Context: an optimization exercise on an open-source flow, tuned for small area. The choices shown serve that exercise and are no tape-out recipe.
RTL that was checked went through simulation tests only; none was proved equivalent to the original.
Power and IR drop assume default switching activity.

==> module vgacontrol, before the edit <==
module vgacontrol(
input PCLK,
input PRESERN,
input PSEL,
input PENABLE,
output wire PREADY,
output wire PSLVERR,
input PWRITE,
input [31:0] PADDR,
input wire [31:0] PWDATA,
output reg [31:0] PRDATA,
output HS,
output VS,
output reg vga_R,
output reg vga_G,
output reg vga_B,
input SW,
input SW2,
input SW3
);
assign PSLVERR = 1'b0;
assign PREADY = 1'b1;
reg [31:0] player1, player2, whichplayer;
reg [1:0] wcls;
wire a_hi = (PADDR[11:8] == 4'h1) & (PADDR[7:5] == 3'b000) & (PADDR[1:0] == 2'b00);
wire a100 = a_hi & (PADDR[4:2] == 3'd0);
wire a104 = a_hi & (PADDR[4:2] == 3'd1);
wire a108 = a_hi & (PADDR[4:2] == 3'd2);
wire a10C = a_hi & (PADDR[4:2] == 3'd3);
wire a114 = a_hi & (PADDR[4:2] == 3'd5);
wire a118 = a_hi & (PADDR[4:2] == 3'd6);
wire wr = PSEL & PENABLE & PWRITE;
wire w_hi0 = (PWDATA[31:5] == 27'd0) & (PWDATA[4:2] == 3'd0);
wire [1:0] wcls_new = w_hi0 ? PWDATA[1:0] : 2'd3;
wire db1, db2, db3;
always @(posedge PCLK) begin
    if (!PRESERN) begin
        player1 <= 32'd0;
        player2 <= 32'd0;
        whichplayer <= 32'd0;
        wcls <= 2'd0;
    end else if (wr) begin
        if (a104) player1 <= PWDATA;
        if (a108) player2 <= PWDATA;
        if (a114) whichplayer <= PWDATA;
        if (a118) wcls <= wcls_new;
    end
end
always @(posedge PCLK) begin
    if (!PRESERN)
        PRDATA <= 32'd0;
    else if (a100)
        PRDATA <= {31'd0, db1};
    else if (a104)
        PRDATA <= player1;
    else if (a108)
        PRDATA <= player2;
    else if (a10C)
        PRDATA <= {31'd0, db2};
    else if (a114)
        PRDATA <= whichplayer;
    else if (a118)
        PRDATA <= {31'd0, db3};
end
debounce d1(PCLK, PRESERN, SW, db1);
debounce d2(PCLK, PRESERN, SW2, db2);
debounce d3(PCLK, PRESERN, SW3, db3);
reg [4:0] q5;
reg [6:0] cxh;
wire [9:0] CounterX = {cxh, q5[4:2]};
reg [8:0] CounterY;
wire fl_wrap = (q5 == 5'b00001) & (cxh[4:0] == 5'd0) &
               (((cxh[6:5] == 2'b00) & (CounterY == 9'd0)) |
                ((cxh[6:5] == 2'b10) & (CounterY == 9'd170)) |
                ((cxh[6:5] == 2'b01) & (CounterY == 9'd341)));
reg flash, half, quarter;
always @(posedge PCLK) begin
    if (!PRESERN) begin
        q5 <= 5'd2;
        flash <= 1'b0;
        half <= 1'b0;
        quarter <= 1'b0;
    end else begin
        q5 <= q5 + 5'd1;
        if (fl_wrap) begin
            flash <= ~flash;
            if (!flash) begin
                half <= ~half;
                if (!half) quarter <= ~quarter;
            end
        end
    end
end
wire tick = q5[1] & q5[0];
reg vHS, vVS;
wire inDisplayArea = ~(cxh[6] & (cxh[5] | cxh[4])) & (CounterY != 9'd0) & (CounterY <= 9'd480);
wire xmax = (CounterX == 10'h2FF);
always @(posedge PCLK) begin
    if (!PRESERN) begin
        cxh <= 7'd0;
        CounterY <= 9'd0;
        vHS <= 1'b0;
        vVS <= 1'b0;
    end else if (tick) begin
        if (q5[4:2] == 3'd7) cxh <= xmax ? 7'd0 : cxh + 7'd1;
        if (xmax) CounterY <= CounterY + 9'd1;
        vHS <= (CounterX[9:4] == 6'h2D);
        vVS <= (CounterY == 9'd500);
    end
end
assign HS = ~vHS;
assign VS = ~vVS;
wire [6:0] X = CounterX[9:3];
wire [5:0] Y = CounterY[8:3];
wire border = (X == 7'd0) | (X == 7'd79) | (X == 7'd39) | (X == 7'd40) | (Y == 6'd0) | (Y == 6'd60);
wire sT = (Y >= 22) & (Y < 24);
wire sB = (Y >= 38) & (Y < 40);
wire sM = (Y >= 30) & (Y < 32);
wire sU = (Y >= 22) & (Y < 32);
wire sL = (Y >= 30) & (Y < 40);
wire sA = (Y >= 22) & (Y < 40);
wire ph = q5[0];
wire we1 = wr & a104;
wire [4:0] p1_next_lo = {5{PRESERN}} & (we1 ? PWDATA[4:0] : player1[4:0]);
wire pw_small = (PWDATA[31:5] == 27'd0);
wire we2 = wr & a108;
wire p1_next_small = ~PRESERN | (we1 ? pw_small : p1_small);
reg p1_small, p2_small;
always @(posedge PCLK) begin
    p1_small <= p1_next_small;
    p2_small <= ~PRESERN | (we2 ? pw_small : p2_small);
end
wire [4:0] k_sel = ph ? player2[4:0] : p1_next_lo;
wire small_sel = ph ? p2_small : p1_next_small;
wire [6:0] sg;
wire tm;
segdec sd(k_sel, small_sel, sg, tm);
wire [3:0] xh = ph ? (X[6:3] - 4'd5) : X[6:3];
wire [6:0] Xs = {xh, X[2:0]};
wire pF = tm ? ((Xs >= 21) & (Xs < 29)) : ((Xs >= 16) & (Xs < 24));
wire pL = tm ? ((Xs >= 21) & (Xs < 23)) : ((Xs >= 16) & (Xs < 18));
wire pR = tm ? ((Xs >= 27) & (Xs < 29)) : ((Xs >= 22) & (Xs < 24));
wire pO = tm & (Xs >= 11) & (Xs < 13);
wire sc = (sT & pF & sg[0]) | (sB & pF & sg[1]) | (sU & pL & sg[2]) | (sL & pL & sg[3]) |
          (sU & pR & sg[4]) | (sL & pR & sg[5]) | (sM & pF & sg[6]) | (sA & pO);
reg sc1_q;
always @(posedge PCLK) sc1_q <= sc;
wire scores = sc1_q | sc;
wire lab_s, lab2;
labels lb(Xs, Y, ph, lab_s);
reg lab1_q;
always @(posedge PCLK) lab1_q <= lab_s;
wire lab1 = lab1_q;
assign lab2 = lab_s;
wire uline = (Y == 6'd12) & (whichplayer[0] ? ((X >= 43) & (X < 78)) : ((X >= 2) & (X < 38)));
wire wtxt, bigP, big1, big2;
winscreen ws(X, Y, wtxt, bigP, big1, big2);
wire win = wtxt & half;
wire pw1 = bigP | big1;
wire pw2 = bigP | big2;
wire wnz = (wcls != 2'd0);
wire wis1 = (wcls == 2'd1);
wire wis2 = (wcls == 2'd2);
wire base = border | scores;
wire R = wnz ? (win | (wis1 ? (pw1 | flash) : (~pw2 & flash))) : (base | lab1);
wire G = wnz ? (win | ((wis1 ? ~pw1 : ~pw2) & half)) : (base | uline);
wire B = wnz ? (win | (wis2 ? (pw2 | quarter) : (~pw1 & quarter))) : (base | lab2);
always @(posedge PCLK) begin
    if (!PRESERN) begin
        vga_R <= 1'b0;
        vga_G <= 1'b0;
        vga_B <= 1'b0;
    end else if (tick) begin
        vga_R <= R & inDisplayArea;
        vga_G <= G & inDisplayArea;
        vga_B <= B & inDisplayArea;
    end
end
endmodule
==> flow/config.mk <==
export PLATFORM = sky130hd
export DESIGN_NAME = vgacontrol
export DESIGN_NICKNAME = vgacontrol
export VERILOG_FILES = /design/flow/design.v
export SDC_FILE = /design/flow/constraint.sdc
export NUM_CORES = 4
export LEC_CHECK = 0
export CAP_MARGIN = 20
export CORE_MARGIN = 2
export CORE_UTILIZATION = 60
export CTS_BUF_LIST = sky130_fd_sc_hd__clkbuf_16
export CTS_CLUSTER_DIAMETER = 120
export CTS_CLUSTER_SIZE = 30
export PLACE_DENSITY = 0.75
export SLEW_MARGIN = 20
==> flow/constraint.sdc <==
create_clock -name core_clock -period 10.0 [get_ports {PCLK}]
set_input_delay 2.0000 -clock core_clock [delete_from_list [all_inputs] [get_ports {PCLK}]]
set_output_delay 2.0000 -clock core_clock [all_outputs]
set_load 0.01 [all_outputs]
standard.sh (not shown) runs the stock make flow with config.mk's settings and CLKGATE_MAP_FILE= SYNTH_SCRIPT=/design/flow/synth_recipe.tcl, a recipe that flattens the netlist after the stock synthesis.
==> flow/flow/run.sh <==
#!/bin/bash
# Own layout flow: the standard synthesis, then an area-oriented re-mapping of its
# combinational logic (every register kept as the standard synthesis made it, checked
# equivalent by SAT with the registers cut), then the standard layout with
# single-strength port buffers.
set -euo pipefail
WORK=$PWD
FLOWDIR=$WORK/flow
R=$WORK/orfs/results/$FLOW_PLATFORM/vgacontrol/base
YOSYS=$FLOW_HOME/../tools/install/yosys/bin/yosys
LIB=$FLOW_HOME/platforms/$FLOW_PLATFORM/lib/sky130_fd_sc_hd__tt_025C_1v80.lib

# 1. standard synthesis
bash standard.sh synth > $WORK/1_standard_synth.log 2>&1
cp $R/1_2_yosys.v $WORK/1_2_yosys_standard.v

# 2. re-map the combinational logic for area with a few ABC runs; flip-flops and tie cells
#    stay as they are
DU=$(sed -n '/DONT_USE_CELLS +=/,/^$/p' $FLOW_HOME/platforms/$FLOW_PLATFORM/config.mk | grep -o 'sky130_fd_sc_hd__[a-z0-9_]*' | sed 's/^/-dont_use /' | tr '\n' ' ')
NF="&dch -f; &nf -R 1000"
remap() {  # remap NAME ABC_SCRIPT
  echo "$2" > $WORK/remap_$1.abc
  cat > $WORK/remap_$1.ys <<EOY
read_liberty -ignore_miss_func $LIB
blackbox sky130_fd_sc_hd__df* sky130_fd_sc_hd__edf* sky130_fd_sc_hd__sdf* sky130_fd_sc_hd__conb_1
read_verilog $WORK/1_2_yosys_standard.v
hierarchy -top $FLOW_TOP
flatten
opt_clean
opt -fast
abc -liberty $LIB $DU -script $WORK/remap_$1.abc
opt_clean
setundef -zero
hilomap -singleton -hicell sky130_fd_sc_hd__conb_1 HI -locell sky130_fd_sc_hd__conb_1 LO
splitnets
opt_clean -purge
insbuf -buf sky130_fd_sc_hd__buf_4 A X
tee -o $WORK/remap_$1.stat stat -liberty $LIB
write_verilog -noattr -noexpr -nohex -nodec $WORK/remap_$1.v
EOY
  $YOSYS -q -l $WORK/2_remap_$1.log -s $WORK/remap_$1.ys > /dev/null 2>&1 || return 0
  # equivalence with the standard netlist, registers cut into ports at the same names
  python3 $FLOWDIR/cut.py $WORK/1_2_yosys_standard.v $WORK/eq_gold_$1.v 2>> $WORK/2_eq_$1.log
  python3 $FLOWDIR/cut.py $WORK/remap_$1.v $WORK/eq_gate_$1.v 2>> $WORK/2_eq_$1.log
  if $YOSYS -q -l $WORK/2_eq_$1.log -p "read_liberty -ignore_miss_func $LIB; read_verilog $WORK/eq_gold_$1.v; rename $FLOW_TOP gold; read_verilog $WORK/eq_gate_$1.v; rename $FLOW_TOP gate; flatten; opt_clean; miter -equiv -flatten -make_assert gold gate miter; hierarchy -top miter; sat -verify -prove-asserts miter" > /dev/null 2>&1; then
    awk '/Chip area/ {print $NF}' $WORK/remap_$1.stat > $WORK/remap_$1.area
  fi
  rm -f $WORK/eq_gold_$1.v $WORK/eq_gate_$1.v
}
remap s0 "strash; &get -n; &deepsyn -I 1 -J 20 -S 0; $NF; $NF; &put; topo" &
remap s1 "strash; &get -n; &deepsyn -I 1 -J 20 -S 1; $NF; $NF; &put; topo" &
remap s2 "strash; &get -n; &deepsyn -I 1 -J 20 -S 2; $NF; $NF; &put; topo" &
remap s3 "strash; &get -n; &deepsyn -I 1 -J 40 -S 0; $NF; $NF; $NF; &put; topo" &
wait
remap s4 "strash; &get -n; &deepsyn -I 1 -J 20 -S 4; $NF; $NF; &put; topo" &
remap s5 "strash; &get -n; &deepsyn -I 1 -J 20 -S 5; $NF; $NF; &put; topo" &
remap s6 "strash; &get -n; &deepsyn -T 90 -S 0; $NF; $NF; &put; topo" &
remap s7 "strash; &get -n; &deepsyn -I 1 -J 20 -S 3; $NF; &st; &deepsyn -I 1 -J 20 -S 3; $NF; $NF; &put; topo" &
wait
BEST=""
for f in $WORK/remap_*.area; do
  [ -s "$f" ] || continue
  a=$(cat $f); n=$(basename $f .area)
  echo "$n $a" >> $WORK/2_remap_choice.log
  if [ -z "$BEST" ] || awk -v a=$a -v b=$BESTA 'BEGIN{exit !(a<b)}'; then BEST=$n; BESTA=$a; fi
done
if [ -n "$BEST" ]; then
  echo "chosen $BEST $BESTA" >> $WORK/2_remap_choice.log
  cp $WORK/$BEST.v $R/1_2_yosys.v
  touch $R/1_2_yosys.v
else
  echo "no re-mapping proved equivalent; standard netlist kept" >> $WORK/2_remap_choice.log
fi

# 3. the standard layout from the chosen netlist, port buffers of the smallest size and
#    a clock tree without dummy balancing loads
export BUFFER_PORTS_ARGS="-buffer_cell sky130_fd_sc_hd__buf_1"
export CTS_ARGS="-sink_clustering_enable -repair_clock_nets -sink_clustering_size ${CTS_SIZE:-30} -sink_clustering_max_diameter ${CTS_DIAM:-120} -buf_list {sky130_fd_sc_hd__clkbuf_4 sky130_fd_sc_hd__clkbuf_16} -root_buf sky130_fd_sc_hd__clkbuf_4 -dont_use_dummy_load"
bash standard.sh > $WORK/3_standard_layout.log 2>&1
Other scripts of this flow, unchanged in this note and not shown: flow/flow/cut.py
Change:
--- a/flow/design.v
+++ b/flow/design.v
@@ -136,11 +136,12 @@
 wire tm;
 segdec sd(k_sel, small_sel, sg, tm);
 wire [3:0] xh = ph ? (X[6:3] - 4'd5) : X[6:3];
 wire [6:0] Xs = {xh, X[2:0]};
-wire pF = tm ? ((Xs >= 21) & (Xs < 29)) : ((Xs >= 16) & (Xs < 24));
-wire pL = tm ? ((Xs >= 21) & (Xs < 23)) : ((Xs >= 16) & (Xs < 18));
-wire pR = tm ? ((Xs >= 27) & (Xs < 29)) : ((Xs >= 22) & (Xs < 24));
+wire [6:0] dx = Xs - (tm ? 7'd21 : 7'd16);
+wire pF = (dx[6:3] == 4'd0);
+wire pL = (dx[6:1] == 6'd0);
+wire pR = (dx[6:1] == 6'd3);
 wire pO = tm & (Xs >= 11) & (Xs < 13);
 wire sc = (sT & pF & sg[0]) | (sB & pF & sg[1]) | (sU & pL & sg[2]) | (sL & pL & sg[3]) |
           (sU & pR & sg[4]) | (sL & pR & sg[5]) | (sM & pF & sg[6]) | (sA & pO);
 reg sc1_q;
Outcome: Non-clock buffer count went up by 2. Die area is about the same. Area after synthesis is about the same. Register-to-register slack is better by 0.12 ns. Via count went down by about 4.6%. Design area went down by about 0.34%. Combinational power went down by about 9%. Synthesized cell count went up by 0.67%. Clock-buffer cell count is unchanged.
Function not checked in the first run of this note: the RTL went through the layout flow alone.

[separate check: timing with driven ports]
How much do the figures lean on ideal ports? The routed layouts below were timed once more, with nothing changed but the port constraints. Step 1 (the two cells are an assumption about what drives the block):
set clk [get_ports {PCLK}]
set_driving_cell -lib_cell sky130_fd_sc_hd__clkbuf_16 $clk
set_driving_cell -lib_cell sky130_fd_sc_hd__buf_2 [delete_from_list [all_inputs] $clk]
Step 2 moves the port delays by t, midway between the first and last clock arrival at a register: inputs arrive t later, outputs are due t later. That takes back most of the time a late clock gives input paths. a / b / c = no drivers / after step 1 / after step 2; a / b = the first two.
run	t, ns	slack for setup (ns)	clock arrival spread, ns
the first run	0.578	3.415 / 3.406 / 2.828	0.062 / 0.062
the second run	0.585	3.043 / 3.058 / 2.473	0.058 / 0.058
After both steps setup and hold are still met in every run listed. The setup slack of the first run, which loses most, moves by -0.009 ns with the drivers and by -0.587 ns with both steps.
